What follows belongs to an exercise in optimizing a design on an open flow for small area and a short achievable clock period; a production flow would make more cautious choices.

Setup of run 4:
## OV7670
module OV7670(
	input Reset,
	output reg [11:0]  PixelData,
	output [14:0] PAddress,
	output reg WPixel,
	input Pclock,
	input Href,
	input Vsync,
	input [7:0] Data,
	output reg [1:0] Promedio,
	output reg [1:0] Forma
);
	reg Href_prev, VSync_prev, Sync;
	reg [7:0] XPixel, YPixel;
	reg [10:0] PAhi;             
	reg [1:0] fcol;              
	reg fk;                      
	reg rgtg, ggtr;              
	reg [3:0] cM;                
	reg fresh;                   
	reg [2:0] fd;                
	reg gRG, gGR, gRB, gBR, gGB, gBG;  
	assign PAddress = {PAhi, XPixel[3:0]};
	wire vs_rise = Vsync & ~VSync_prev;
	wire fall    = ~Vsync & ~Href & Href_prev;
	wire hi_byte = ~Vsync & Href & ~Sync;
	wire lo_byte = ~Vsync & Href & Sync;
	wire clr = Reset | vs_rise;
	wire [7:0] xp1, yp1;
	wire x_all1, y_all1;
	OV7670_inc #(8) ix(.q(XPixel), .en(1'b1), .y(xp1), .all1(x_all1));
	OV7670_inc #(8) iy(.q(YPixel), .en(1'b1), .y(yp1), .all1(y_all1));
	wire x_ge175 = XPixel[7] & (XPixel[6] | XPixel[5] & (XPixel[4] | (&XPixel[3:0])));
	wire x_gt175 = XPixel[7] & (XPixel[6] | XPixel[5] & XPixel[4]);
	wire y_ge143 = YPixel[7] & (YPixel[6] | YPixel[5] | YPixel[4] | (&YPixel[3:0]));
	wire y_gt143 = YPixel[7] & (YPixel[6] | YPixel[5] | YPixel[4]);
	wire x_out_inc = x_ge175 & ~x_all1;
	wire y_out_inc = y_ge143 & ~y_all1;
	wire pd_zero = ~Vsync & (fall ? y_out_inc : (y_gt143 | (lo_byte ? x_out_inc : x_gt175)));
	wire x_lo15 = &XPixel[3:0];
	wire [6:0] U = PAhi[10:4];
	wire [3:0] L = PAhi[3:0];
	wire [6:0] u_up, u_dn;
	wire u_all1;
	OV7670_inc #(7) iu(.q(U), .en(1'b1), .y(u_up), .all1(u_all1));
	OV7670_updn #(7) du(.q(U), .up(1'b0), .dn(1'b1), .y(u_dn));
	wire [4:0] li = {1'b0, L} + 5'd1;
	wire [6:0] ui = li[4] ? (x_all1 ? U : u_up) : (x_all1 ? u_dn : U);
  ...
clock: 8.0 ns
lec_check: 0
cap_margin: 10
core_margin: 2
core_utilization: 40
cts_buf_list: sky130_fd_sc_hd__clkbuf_4 sky130_fd_sc_hd__clkbuf_8
setup_slack_margin: 5
slew_margin: 10
standard.sh (not shown) runs the stock make flow with config.mk's settings and CLKGATE_MAP_FILE= SYNTH_SCRIPT=/design/flow/synth_recipe.tcl, a recipe that flattens the netlist after the stock synthesis.
==> flow/flow/run.sh <==
#!/bin/bash
# The standard layout, with plain buffers (instead of the default delay
# buffer) on the input and output ports.
set -euo pipefail
bash standard.sh 'BUFFER_PORTS_ARGS=-buffer_cell sky130_fd_sc_hd__buf_2' finish > standard.log 2>&1
For run 1, these inputs were changed with respect to run 4:
--- a/flow/design.v
+++ b/flow/design.v
@@ -85,16 +85,14 @@
 	output reg [1:0] Forma
 );
 	reg Href_prev, VSync_prev, Sync;
 	reg [7:0] XPixel, YPixel;
 	reg [10:0] PAhi;             
 	reg [1:0] fcol;              
 	reg fk;                      
-	reg rgtg, ggtr;              
-	reg [3:0] cM;                
 	reg fresh;                   
 	reg [2:0] fd;                
 	reg gRG, gGR, gRB, gBR, gGB, gBG;  
 	assign PAddress = {PAhi, XPixel[3:0]};
 	wire vs_rise = Vsync & ~VSync_prev;
 	wire fall    = ~Vsync & ~Href & Href_prev;
 	wire hi_byte = ~Vsync & Href & ~Sync;
@@ -128,24 +126,20 @@
 	OV7670_gt #(5) cfu(.a({1'b0, L}), .b(x4p4), .y(fup));
 	wire fdn = ~L[3] & ~L[2] & x4[3] & x4[2] & ((x4[1] & ~L[1]) | ((x4[1] | ~L[1]) & (x4[0] | ~L[0])));
 	wire [6:0] uf = fup ? u_up : fdn ? u_dn : U;
 	wire [4:0] lf = {1'b0, lfs};
 	wire [10:0] pa_fall = y_all1 ? 11'd0 : {uf, lf[3:0]};
 	wire xwin = (XPixel >= 8'd38) & (XPixel <= 8'd136);
 	wire ywin = (YPixel >= 8'd23) & (YPixel <= 8'd121);
-	wire [3:0] dR = Data[7:4];
-	wire [3:0] dG = Data[3:0];
-	wire d_rgtg, d_ggtr;
-	OV7670_gt #(4) c0(.a(dR), .b(dG), .y(d_rgtg));
-	OV7670_gt #(4) c1(.a(dG), .b(dR), .y(d_ggtr));
-	always @(posedge Pclock) begin
-		rgtg <= d_rgtg;
-		ggtr <= d_ggtr;
-		cM <= d_rgtg ? dR : dG;
-	end
+	wire [3:0] cR = PixelData[11:8];
+	wire [3:0] cG = PixelData[7:4];
+	wire rgtg, ggtr;
+	OV7670_gt #(4) c0(.a(cR), .b(cG), .y(rgtg));
+	OV7670_gt #(4) c1(.a(cG), .b(cR), .y(ggtr));
+	wire [3:0] cM = rgtg ? cR : cG;
 	wire armW = Sync & xwin & ywin;
 	wire armR = armW & fk & (fcol == 2'd1) & rgtg;
 	wire armG = armW & fk & (fcol == 2'd2) & ggtr;
 	wire armB = armW & fk & (fcol == 2'd3);
 	wire [3:0] cB = Data[7:4];
 	wire mgtb, bgtm;
 	OV7670_gt #(4) c2(.a(cM), .b(cB), .y(mgtb));
[summary]
Delta (run 1 minus run 4): placed instance area fell 0.39%, met1 routing resource usage after global routing went up, routed wire length shows an increase of 2300 um. Relative to run 4, the peak supply drop measured on run 1 has increased by more than a quarter. Taking run 4 as the reference, in run 1 switching part of the total went up 1.8 points; final worst hold slack held; synthesized cell count went up 54; buffer share of cell area went up 0.66 points. Against run 4, run 1 comes in 0.071 higher on average vias per placed instance.
No run of this note included a check of the RTL's function; only the layout flow was run.

==> separate check: timing with driven ports <==
How much do the figures lean on ideal ports? The routed layouts below were timed once more, with nothing changed but the port constraints. Step 1, drivers: a clkbuf_16 drives Pclock and a buf_2 each remaining input, both assumed. Step 2 times the ports against the registers' clock, not the clock port: input delays grow and output delays shrink by t, the midpoint of the rising clock arrivals with the driver on. Three values: ideal ports, drivers, drivers and shift; two values: the first two.
run | shift t [ns] | setup WS [ns] | hold WS [ns] | cell pins on the clock port's net
run 4 | 0.500 | 4.941 / 4.947 / 4.447 | 0.464 / 0.464 / 0.464 | 1
run 1 | 0.503 | 4.661 / 4.652 / 4.149 | 0.462 / 0.462 / 0.462 | 1
After both steps every run listed still meets setup and hold. The setup slack of run 1, which loses most, moves by -0.009 ns with the drivers and by -0.512 ns with both steps.
